Background: an optimization exercise with open tools, aiming at small area, a short achievable clock period and few clock cycles per item. Do not read the settings as production practice.
Only simulation tests tie the RTL to the original design; equivalence was not proved.
No activity file was given, so power comes from the tool's default toggle rates.

Design axi_system_top, start of the top module:
module axi_system_top #
(
    parameter ADDR_WIDTH = 32,
    parameter DATA_WIDTH = 32,
    parameter NUM_REGS   = 16
)
(
    input                       aclk,
    input                       aresetn,
    input                       m_wr_req,
    input   [ADDR_WIDTH-1:0]    m_wr_addr,
    input   [DATA_WIDTH-1:0]    m_wr_data,
    input   [DATA_WIDTH/8-1:0]  m_wr_strb,
    output                      m_wr_done,
    output  [1:0]               m_wr_resp,
    input                       m_rd_req,
    input   [ADDR_WIDTH-1:0]    m_rd_addr,
    output  [DATA_WIDTH-1:0]    m_rd_data,
    output                      m_rd_done,
    output  [1:0]               m_rd_resp
);
    register_file #(
        .DATA_WIDTH (DATA_WIDTH),
        .NUM_REGS   (NUM_REGS)
    ) u_regs (
        .clk     (aclk),
        .rst_n   (aresetn),
        .wr_req  (m_wr_req),
        .wr_sel  (m_wr_addr[5:2]),
        .wr_data (m_wr_data),
        .wr_strb (m_wr_strb),
        .wr_done (m_wr_done),
  ...
Size: about 1,200 cells after synthesis, ~560 flip-flops, roughly 140 I/O pins, about 20,000 µm² of cells after synthesis.
clock: 4.0 ns
lec_check: 0
cap_margin: 20
core_margin: 2
core_utilization: 60
cts_buf_list: sky130_fd_sc_hd__clkbuf_4 sky130_fd_sc_hd__clkbuf_8
cts_cluster_diameter: 40
cts_cluster_size: 12
setup_slack_margin: 2.1
slew_margin: 20
standard.sh (not shown) runs the stock make flow with config.mk's settings and CLKGATE_MAP_FILE= SYNTH_SCRIPT=/design/flow/synth_recipe.tcl, a recipe that flattens the netlist after the stock synthesis.
==> flow/flow/run.sh <==
#!/bin/bash
# The standard layout, with the resizer free to change a cell's footprint.
set -euo pipefail
bash standard.sh MATCH_CELL_FOOTPRINT=0 "BUFFER_PORTS_ARGS=-buffer_cell sky130_fd_sc_hd__buf_1" finish > standard.log 2>&1
The starting point finished with timing, DRC and antenna clean.
Testbench counts at the start, summed over its fixed seeds: cycles 6,168, items 8,192.
Next try:
Settings changed: CORE_UTILIZATION 60 to 64, CTS_BUF_LIST sky130_fd_sc_hd__clkbuf_4 sky130_fd_sc_hd__clkbuf_8 to unset, CTS_CLUSTER_DIAMETER 40 to 80, CTS_CLUSTER_SIZE 12 to 30, PLACE_DENSITY set to 0.75.
=>
- The changed run produced a clean layout
- routed wire length is higher by 3.1%
- fmax is higher by 1.2%
- setup slack gets better by 24 ps
Next try:
--- a/flow/flow/run.sh
+++ b/flow/flow/run.sh
@@ -2 +2,2 @@
-# The standard layout, with the resizer free to change a cell's footprint.
+# The standard layout, with the resizer free to change a cell's footprint
+# and plain buf_1 cells as the port buffers (upsized by the resizer as needed).
Settings changed: CORE_UTILIZATION 64 to 68, PLACE_DENSITY 0.75 to unset.
After rerunning:
- The changed run produced a clean layout
- power barely changes
- area after synthesis is unchanged
- die area falls by a few percent
- fmax increases by a few percent
- first-iteration DRC count went up by a few percent
- wire length climbs slightly


Setup of try-violet:
axi_system_top, a different RTL version from the one above (not shown whole).
Size: roughly 1200 cells after synthesis, ~140 I/O pins, ~20000 um^2 of cells after synthesis.
Settings: LEC_CHECK=0, CAP_MARGIN=20, CORE_MARGIN=2, CORE_UTILIZATION=40, SETUP_SLACK_MARGIN=1.5, SLEW_MARGIN=20; clock period 4.0 ns.
run.sh (not shown) runs the stock make flow with config.mk's settings and CLKGATE_MAP_FILE= SYNTH_SCRIPT=/design/flow/synth_recipe.tcl, a recipe that flattens the netlist after the stock synthesis.
Stock flow here: none of the scripts above is used.
Testbench counts of try-violet, summed over its fixed seeds: cycles 6,168, items 8,192.
Here is what was changed in the inputs of try-delta compared with try-violet.
- CTS_CLUSTER_DIAMETER newly set to 80
- SETUP_SLACK_MARGIN changed from 1.5 to 2.0
- CTS_CLUSTER_SIZE newly set to 30
- CORE_UTILIZATION changed from 40 to 60
==> flow/flow/run.sh (new file) <==
#!/bin/bash
# The standard layout, with the resizer free to change a cell's footprint.
set -euo pipefail
bash standard.sh MATCH_CELL_FOOTPRINT=0 "BUFFER_PORTS_ARGS=-buffer_cell sky130_fd_sc_hd__buf_1" finish > standard.log 2>&1
==> flow/standard.sh (new file) <==
#!/bin/bash
# synth_recipe.tcl (not shown) runs the flow's synth.tcl, then flattens the netlist and writes it again
# the make line also repeats each setting of config.mk as NAME=value (left out here)
make -C /OpenROAD-flow-scripts/flow DESIGN_CONFIG=/design/flow/config.mk WORK_HOME=/design/flow/orfs CLKGATE_MAP_FILE= SYNTH_SCRIPT=/design/flow/synth_recipe.tcl "${@:-finish}"
removed: flow/run.sh
Findings:
try-delta vs try-violet — total non-filler cell area in the finished layout dropped by a few percent
Relative to try-violet, the number of rows created at floorplan of try-delta is lower by about 18%.
try-delta ran to completion and came out clean on the timing, DRC and antenna checks.
Slowest cell on the critical path: sky130_fd_sc_hd__clkdlybuf4s50_1 -> try-violet, sky130_fd_sc_hd__nand3_1 -> try-delta
met3 track demand over resource in global routing of try-violet is on par with try-delta.
Delta (try-delta minus try-violet): met3 wirelength from detailed routing shows a reduction of about 27%; power density normalized to cell area shows a reduction of 64 nW/um^2; total routed wirelength shows a reduction of about 6%; maximum achievable frequency shows an increase of 16%.
When the final numbers for try-delta and try-violet were put side by side, the die area turned out to be greater in try-violet.
Power delta for try-delta relative to try-violet: 18% lower
For try-delta, the classification of the worst-slack hold path was primary input to async pin, unlike try-violet, where it was flop to flop.
diff inputs: try-delta => try-cedar
- SETUP_SLACK_MARGIN now 2.5, was 2.0
- CTS_CLUSTER_SIZE no longer set, was 30
- CORE_UTILIZATION now 75, was 60
- CTS_CLUSTER_DIAMETER no longer set, was 80
==> flow/run.sh (new file) <==
#!/bin/bash
# synth_recipe.tcl (not shown) runs the flow's synth.tcl, then flattens the netlist and writes it again
# the make line also repeats each setting of config.mk as NAME=value (left out here)
make -C /OpenROAD-flow-scripts/flow DESIGN_CONFIG=/design/flow/config.mk WORK_HOME=/design/flow/orfs CLKGATE_MAP_FILE= SYNTH_SCRIPT=/design/flow/synth_recipe.tcl finish
removed: flow/flow/run.sh
removed: flow/standard.sh
--- outcome ---
Lower placed instance count goes to try-cedar over try-delta. Diff try-delta..try-cedar | count of buffers from port buffering | unchanged. Floorplan die width in try-cedar vs try-delta: down 19 um. try-cedar: it failed during clock tree synthesis, and the tool reported DPL-0038. try-cedar vs try-delta — post-CTS setup-driven buffer insertion count rose 130. Placer's final routability congestion estimate in try-cedar is about 2.3% above try-delta. try-cedar against try-delta: height of the die went down, starting utilization of the core area went up, CTS H-tree depth went up.
For try-harbor, these inputs were changed with respect to try-cedar:
- CORE_UTILIZATION changed from 75 to 60
- SETUP_SLACK_MARGIN changed from 2.5 to 2.0
- CTS_CLUSTER_DIAMETER newly set to 80
- CTS_CLUSTER_SIZE newly set to 30
==> flow/flow/run.sh (new file) <==
#!/bin/bash
# The standard layout, with the resizer free to change a cell's footprint.
set -euo pipefail
bash standard.sh MATCH_CELL_FOOTPRINT=0 "BUFFER_PORTS_ARGS=-buffer_cell sky130_fd_sc_hd__buf_2" finish > standard.log 2>&1
==> flow/standard.sh (new file) <==
#!/bin/bash
# synth_recipe.tcl (not shown) runs the flow's synth.tcl, then flattens the netlist and writes it again
# the make line also repeats each setting of config.mk as NAME=value (left out here)
make -C /OpenROAD-flow-scripts/flow DESIGN_CONFIG=/design/flow/config.mk WORK_HOME=/design/flow/orfs CLKGATE_MAP_FILE= SYNTH_SCRIPT=/design/flow/synth_recipe.tcl "${@:-finish}"
removed: flow/run.sh
### Flow results
- On post-synthesis instance total, try-cedar and try-harbor are basically level.
- try-harbor went all the way through synthesis, placement and routing and the layout is clean on timing, DRC and antenna.
- Against try-cedar, total placed instance area in try-harbor fell by a few percent.
- Post-placement worst setup slack delta (try-harbor − try-cedar): favourable
- | weighted congestion at the end of routability-driven global placement | try-harbor vs try-cedar | 3.6% lower |
- Diff try-cedar -> try-harbor | number of core rows | increase of 7


axi_system_top with an RTL version that a note above also has.
Size: about 1200 cells after synthesis, roughly 560 flip-flops, ~20000 um2 of cells after synthesis.
clock: 4.0 ns
lec_check: 0
cap_margin: 20
core_margin: 2
core_utilization: 68
cts_cluster_diameter: 80
cts_cluster_size: 30
setup_slack_margin: 2.1
slew_margin: 20
standard.sh (not shown) runs the stock make flow with config.mk's settings and CLKGATE_MAP_FILE= SYNTH_SCRIPT=/design/flow/synth_recipe.tcl, a recipe that flattens the netlist after the stock synthesis.
==> flow/flow/run.sh <==
#!/bin/bash
# The standard layout, with the resizer free to change a cell's footprint,
# plain buf_1 cells as the port buffers (upsized by the resizer as needed),
# and an extra gate-sizing pass after global route (flow/post_grt.tcl).
set -euo pipefail
export POST_GLOBAL_ROUTE_TCL="$PWD/flow/post_grt.tcl"
bash standard.sh MATCH_CELL_FOOTPRINT=0 "BUFFER_PORTS_ARGS=-buffer_cell sky130_fd_sc_hd__buf_1" \
  "POST_GLOBAL_ROUTE_TCL=$PWD/flow/post_grt.tcl" finish > standard.log 2>&1
==> flow/flow/post_grt.tcl <==
puts "post_grt: extra sizing to setup margin 2.3"
estimate_parasitics -global_routing
report_worst_slack -max
repair_timing -setup -setup_margin 2.3 -repair_tns 0 -sequence "sizeup,swap" -verbose
global_route -start_incremental
detailed_placement
global_route -end_incremental
estimate_parasitics -global_routing
report_worst_slack -max
Testbench counts at the start, summed over its fixed seeds: cycles 6,168, items 8,192.
==> next run, changes <==
==> flow/flow/run.sh (replaced) <==
#!/bin/bash
# The standard layout, with the resizer free to change a cell's footprint.
set -euo pipefail
bash standard.sh MATCH_CELL_FOOTPRINT=0 "BUFFER_PORTS_ARGS=-buffer_cell sky130_fd_sc_hd__buf_1" finish > standard.log 2>&1
removed: flow/flow/post_grt.tcl
Wire length hardly moves.
Non-clock buffer count is unchanged.
Sequential power is about the same.
Design area hardly moves.
Total power barely changes.
Maximum frequency went up by 2.1%.
==> next run, changes <==
==> flow/flow/run.sh (replaced) <==
#!/bin/bash
# The standard layout, with the resizer free to change a cell's footprint,
# plain buf_1 cells as the port buffers (upsized by the resizer as needed),
# and an extra gate-sizing pass after global route (flow/post_grt.tcl).
set -euo pipefail
export POST_GLOBAL_ROUTE_TCL="$PWD/flow/post_grt.tcl"
bash standard.sh MATCH_CELL_FOOTPRINT=0 "BUFFER_PORTS_ARGS=-buffer_cell sky130_fd_sc_hd__buf_1" \
  "POST_GLOBAL_ROUTE_TCL=$PWD/flow/post_grt.tcl" finish > standard.log 2>&1
==> flow/flow/post_grt.tcl (new file) <==
puts "post_grt: extra sizing to setup margin 2.3"
estimate_parasitics -global_routing
report_worst_slack -max
repair_timing -setup -setup_margin 2.3 -repair_tns 10 -sequence "sizeup,swap" -verbose
global_route -start_incremental
detailed_placement
global_route -end_incremental
estimate_parasitics -global_routing
report_worst_slack -max
CORE_UTILIZATION = 66   (was 68)
=> Hold slack gets worse by 0.018 ns. Flip-flop and latch count stays the same. Core utilization goes down by 2.2 points. Register-to-register slack gets better by 0.06 ns. Synthesized area is unchanged. Wire length goes down by 6.1%. Power goes up by about 0.5%. Die area goes up by about 3%.
==> next run, changes <==
==> flow/flow/run.sh (replaced) <==
#!/bin/bash
# The standard layout, with the resizer free to change a cell's footprint.
set -euo pipefail
bash standard.sh MATCH_CELL_FOOTPRINT=0 "BUFFER_PORTS_ARGS=-buffer_cell sky130_fd_sc_hd__buf_1" finish > standard.log 2>&1
CORE_UTILIZATION = 50   (was 66)
PLACE_DENSITY = 0.85   (was default)
removed: flow/flow/post_grt.tcl
Outcome: Cell area grows by a few percent; cell count rises by a little under a tenth; register-to-register slack gets worse by 0.31 ns; hold slack is worse by 0.012 ns; maximum frequency is lower by about a fifth; die area rose by a quarter to a third; setup slack gets worse by 0.37 ns; via count increases by a little under a tenth; clock-buffer cell count increases by 2.


Starting RTL as in the previous note.
clock: 4.0 ns
lec_check: 0
cap_margin: 20
core_margin: 2
core_utilization: 66
cts_cluster_diameter: 80
cts_cluster_size: 30
setup_slack_margin: 1.8
slew_margin: 20
==> flow/flow/run.sh <==
#!/bin/bash
# The standard layout, with the resizer free to change a cell's footprint,
# plain buf_1 cells as the port buffers (upsized by the resizer as needed),
# and an extra gate-sizing pass after global route (flow/post_grt.tcl).
set -euo pipefail
export POST_GLOBAL_ROUTE_TCL="$PWD/flow/post_grt.tcl"
bash standard.sh MATCH_CELL_FOOTPRINT=0 "BUFFER_PORTS_ARGS=-buffer_cell sky130_fd_sc_hd__buf_1" \
  "POST_GLOBAL_ROUTE_TCL=$PWD/flow/post_grt.tcl" finish > standard.log 2>&1
==> flow/flow/post_grt.tcl <==
puts "post_grt: extra sizing to setup margin 2.3"
estimate_parasitics -global_routing
report_worst_slack -max
repair_timing -setup -setup_margin 2.3 -repair_tns 0 -sequence "sizeup,swap" -verbose
global_route -start_incremental
detailed_placement
global_route -end_incremental
estimate_parasitics -global_routing
report_worst_slack -max
Testbench counts at the start, summed over its fixed seeds: cycles 6,168, items 8,192.
==> next run, changes <==
==> flow/flow/run.sh (replaced) <==
#!/bin/bash
# The standard layout, with the resizer free to change a cell's footprint.
set -euo pipefail
bash standard.sh MATCH_CELL_FOOTPRINT=0 "BUFFER_PORTS_ARGS=-buffer_cell sky130_fd_sc_hd__buf_1" finish > standard.log 2>&1
Settings changed: CAP_MARGIN 20 to 0, CORE_UTILIZATION 66 to 68, SETUP_SLACK_MARGIN 1.8 to 2.1, SLEW_MARGIN 20 to 0.
removed: flow/flow/post_grt.tcl
Non-clock buffer count rose by 42.
Combinational power rose by 12%.
Register-to-register slack gets better by 0.04 ns.
Wire length rose by 11%.
Setup slack gets better by 0.039 ns.


oak:
The RTL this note starts from:
==> flow/design.v <==
module register_file #(
    parameter DATA_WIDTH = 32,
    parameter NUM_REGS   = 16
)(
    input                       clk,
    input                       rst_n,
    input                       wr_req,
    input   [3:0]               wr_sel,
    input   [DATA_WIDTH-1:0]    wr_data,
    input   [DATA_WIDTH/8-1:0]  wr_strb,
    output reg                  wr_done,
    input                       rd_req,
    input   [3:0]               rd_sel,
    output reg [DATA_WIDTH-1:0] rd_data,
    output reg                  rd_done
);
    localparam NB = DATA_WIDTH/8;
    reg [DATA_WIDTH*NUM_REGS-1:0] regs;
    reg [NUM_REGS-1:0]            valid;
    wire [DATA_WIDTH-1:0] wr_data_m;
    genvar g;
    generate
        for (g = 0; g < NB; g = g + 1) begin : g_m
            assign wr_data_m[8*g +: 8] = wr_data[8*g +: 8] & {8{wr_strb[g]}};
        end
    endgenerate
    reg [NUM_REGS-1:0] wr_hit;
    reg [NUM_REGS-1:0] rd_hit;
    integer r, b;
    always @(*)
        for (r = 0; r < NUM_REGS; r = r + 1) begin
            wr_hit[r] = wr_req && wr_sel == r;
            rd_hit[r] = rd_sel == r && valid[r];
        end
    always @(posedge clk or negedge rst_n) begin
        if (!rst_n) begin
            valid   <= {NUM_REGS{1'b0}};
            wr_done <= 1'b0;
            rd_done <= 1'b0;
        end else begin
            valid   <= valid | wr_hit;
            wr_done <= wr_req;
            rd_done <= rd_req;
        end
    end
    always @(posedge clk)
        for (r = 0; r < NUM_REGS; r = r + 1)
            for (b = 0; b < NB; b = b + 1)
                if (wr_hit[r] && (wr_strb[b] || !valid[r]))
                    regs[r*DATA_WIDTH + 8*b +: 8] <= wr_data_m[8*b +: 8];
    reg [DATA_WIDTH-1:0] rd_next;
    always @(*) begin
        rd_next = {DATA_WIDTH{1'b0}};
        for (r = 0; r < NUM_REGS; r = r + 1)
            rd_next = rd_next | (regs[r*DATA_WIDTH +: DATA_WIDTH] & {DATA_WIDTH{rd_hit[r]}});
    end
    always @(posedge clk)
        rd_data <= rd_next;
endmodule
module axi_system_top #
(
    parameter ADDR_WIDTH = 32,
    parameter DATA_WIDTH = 32,
    parameter NUM_REGS   = 16
)
(
    input                       aclk,
    input                       aresetn,
    input                       m_wr_req,
    input   [ADDR_WIDTH-1:0]    m_wr_addr,
    input   [DATA_WIDTH-1:0]    m_wr_data,
    input   [DATA_WIDTH/8-1:0]  m_wr_strb,
    output                      m_wr_done,
    output  [1:0]               m_wr_resp,
    input                       m_rd_req,
    input   [ADDR_WIDTH-1:0]    m_rd_addr,
    output  [DATA_WIDTH-1:0]    m_rd_data,
    output                      m_rd_done,
    output  [1:0]               m_rd_resp
);
    register_file #(
        .DATA_WIDTH (DATA_WIDTH),
        .NUM_REGS   (NUM_REGS)
    ) u_regs (
        .clk     (aclk),
        .rst_n   (aresetn),
        .wr_req  (m_wr_req),
        .wr_sel  (m_wr_addr[5:2]),
        .wr_data (m_wr_data),
        .wr_strb (m_wr_strb),
        .wr_done (m_wr_done),
        .rd_req  (m_rd_req),
        .rd_sel  (m_rd_addr[5:2]),
        .rd_data (m_rd_data),
        .rd_done (m_rd_done)
    );
    assign m_wr_resp = 2'b00;
    assign m_rd_resp = 2'b00;
endmodule
==> flow/config.mk <==
export PLATFORM = sky130hd
export DESIGN_NAME = axi_system_top
export DESIGN_NICKNAME = axi_system_top
export VERILOG_FILES = /design/flow/design.v
export SDC_FILE = /design/flow/constraint.sdc
export NUM_CORES = 4
export LEC_CHECK = 0
export CAP_MARGIN = 20
export CORE_MARGIN = 2
export CORE_UTILIZATION = 60
export CTS_CLUSTER_DIAMETER = 80
export CTS_CLUSTER_SIZE = 30
export SETUP_SLACK_MARGIN = 2.2
export SLEW_MARGIN = 20
==> flow/constraint.sdc <==
create_clock -name core_clock -period 4.0 [get_ports {aclk}]
set_input_delay 0.8000 -clock core_clock [delete_from_list [all_inputs] [get_ports {aclk}]]
set_output_delay 0.8000 -clock core_clock [all_outputs]
set_load 0.01 [all_outputs]
==> flow/flow/run.sh <==
#!/bin/bash
# The standard layout, with the resizer free to change a cell's footprint.
set -euo pipefail
bash standard.sh MATCH_CELL_FOOTPRINT=0 finish > standard.log 2>&1
oak has completed all stages; timing, DRC and antenna checks passed.
Testbench counts of oak, summed over its fixed seeds: cycles 6,168, items 8,192.
Relative to oak, the following input files were edited for pine:
Settings: a change of SETUP_SLACK_MARGIN from 2.2 to 2.1.
==> flow/flow/run.sh <==
#!/bin/bash
# The standard layout, with the resizer free to change a cell's footprint.
set -euo pipefail
bash standard.sh MATCH_CELL_FOOTPRINT=0 "BUFFER_PORTS_ARGS=-buffer_cell sky130_fd_sc_hd__buf_1" finish > standard.log 2>&1
Results
- The final-layout clock-cell area share on pine is in line with that on oak.
- pine against oak: final worst setup slack decreased by 0.053 ns relative to the old numbers; flip-flop and latch share of the layout cell area increased by 6.4 points relative to the old numbers; leakage power total decreased by 12% relative to the old numbers; total power decreased by about 4.3% relative to the old numbers; worst hold margin decreased by 0.23 ns relative to the old numbers.
- The type of the worst setup path comes out in2reg in one run and reg2out in the other, namely in pine and oak respectively.
- oak vs pine, start point of the critical path: u_regs.wr_done vs m_wr_addr[3]
## Diff of input files: birch against pine
Settings: swapping 2.1 for 2.0 in SETUP_SLACK_MARGIN; clearing CTS_CLUSTER_SIZE, which used to be 30; clearing CTS_CLUSTER_DIAMETER, which used to be 80.
==> flow/run.sh (new file) <==
#!/bin/bash
# synth_recipe.tcl (not shown) runs the flow's synth.tcl, then flattens the netlist and writes it again
# the make line also repeats each setting of config.mk as NAME=value (left out here)
make -C /OpenROAD-flow-scripts/flow DESIGN_CONFIG=/design/flow/config.mk WORK_HOME=/design/flow/orfs CLKGATE_MAP_FILE= SYNTH_SCRIPT=/design/flow/synth_recipe.tcl finish
removed: flow/flow/run.sh
removed: flow/standard.sh
Findings:
Between pine and birch, the flow reports non-clock buffer count increasing by a few percent. Compared with pine, in birch worst clock skew decreased by 0.0068 ns relative to the old numbers, worst path setup slack after routing decreased by 0.022 ns relative to the old numbers, count of clock-buffer cells in the layout increased by about 130% relative to the old numbers, fmax decreased by 1.1% relative to the old numbers. Looking at critical path endpoint, the u_regs.regs[279] result is from birch; the u_regs.regs[122] one comes from pine. When birch is measured against pine, its share of total power in combinational logic turns out 0.7 points lower.
Relative to birch, the following input files were edited for maple:
Settings: a change of SETUP_SLACK_MARGIN from 2.0 to 2.5.
Timing-limited maximum frequency went up slightly going from birch to maple. When maple is set beside birch, its met1 wire length turns out to be 9.0% larger. Measured against maple, the post-CTS setup buffer count of birch comes out at 0.29 times the reference value. Highest metal layer with signal wires: met4 -> maple, met5 -> birch. Per the comparison of maple with birch, share of total power consumed by net switching moved up, met3 track demand over resource saw an increase, via count went up 955, reported net switching power picked up an extra 10%. Changes observed in maple relative to birch: met1 track utilization from global routing grew by 2.4 points; register fraction of the total cell area fell by 6.2 points; area taken by flip-flops and latches saw little to no change; utilization of the core after routing +7.8 points.

[static timing again, ports no longer ideal]
The flow's constraints put no driver on any port. The routed layouts listed below were extracted and timed again, unchanged, in two steps.
Step 1 assumes that a clkbuf_16 drives the clock port and a buf_2 every other input.
Step 2 times the ports against the registers' clock, not the clock port: input delays grow and output delays shrink by t, the midpoint of the rising clock arrivals with the driver on.
Slacks: no drivers / after step 1 / after step 2; pairs: no drivers / after step 1.
run | t (ns) | setup WS [ns] | latest minus earliest clock arrival (ns) | worst slew at a driven data input, ns | cell pins on the clock port's net
the first run of note 1 | 0.650 | 2.035 / 2.063 / 1.413 | 0.037 / 0.036 | 0.08 | 1
the second run of note 1 | 0.602 | 2.059 / 2.010 / 1.408 | 0.024 / 0.024 | 0.10 | 1
the third run of note 1 | 0.605 | 2.106 / 2.084 / 1.494 | 0.020 / 0.019 | 0.08 | 1
try-violet | 0.644 | 1.583 / 1.602 / 0.958 | 0.019 / 0.018 | 0.11 | 1
try-delta | 0.622 | 1.922 / 1.869 / 1.247 | 0.020 / 0.020 | 0.11 | 1
try-harbor | 0.621 | 1.847 / 1.871 / 1.249 | 0.023 / 0.023 | 0.08 | 1
the first run of note 3 | 0.605 | 2.067 / 2.091 / 1.486 | 0.020 / 0.019 | 0.08 | 1
the second run of note 3 | 0.605 | 2.106 / 2.084 / 1.494 | 0.020 / 0.019 | 0.08 | 1
the third run of note 3 | 0.617 | 2.130 / 2.079 / 1.540 | 0.024 / 0.024 | 0.09 | 1
the fourth run of note 3 | 0.621 | 1.760 / 1.748 / 1.128 | 0.039 / 0.039 | 0.10 | 1
the first run of note 4 | 0.614 | 2.067 / 2.021 / 1.407 | 0.018 / 0.018 | 0.10 | 1
the second run of note 4 | 0.605 | 2.106 / 2.084 / 1.494 | 0.020 / 0.019 | 0.08 | 1
oak | 0.633 | 2.100 / 2.049 / 1.493 | 0.034 / 0.033 | 0.10 | 1
pine | 0.625 | 2.047 / 2.064 / 1.438 | 0.021 / 0.021 | 0.08 | 1
birch | 0.611 | 2.026 / 1.981 / 1.405 | 0.015 / 0.015 | 0.09 | 1
maple | 0.629 | 2.033 / 2.034 / 1.405 | 0.024 / 0.024 | 0.08 | 1
After both steps setup and hold are still met in every run listed. The setup slack of try-delta, which loses most, moves by -0.053 ns with the drivers and by -0.675 ns with both steps.
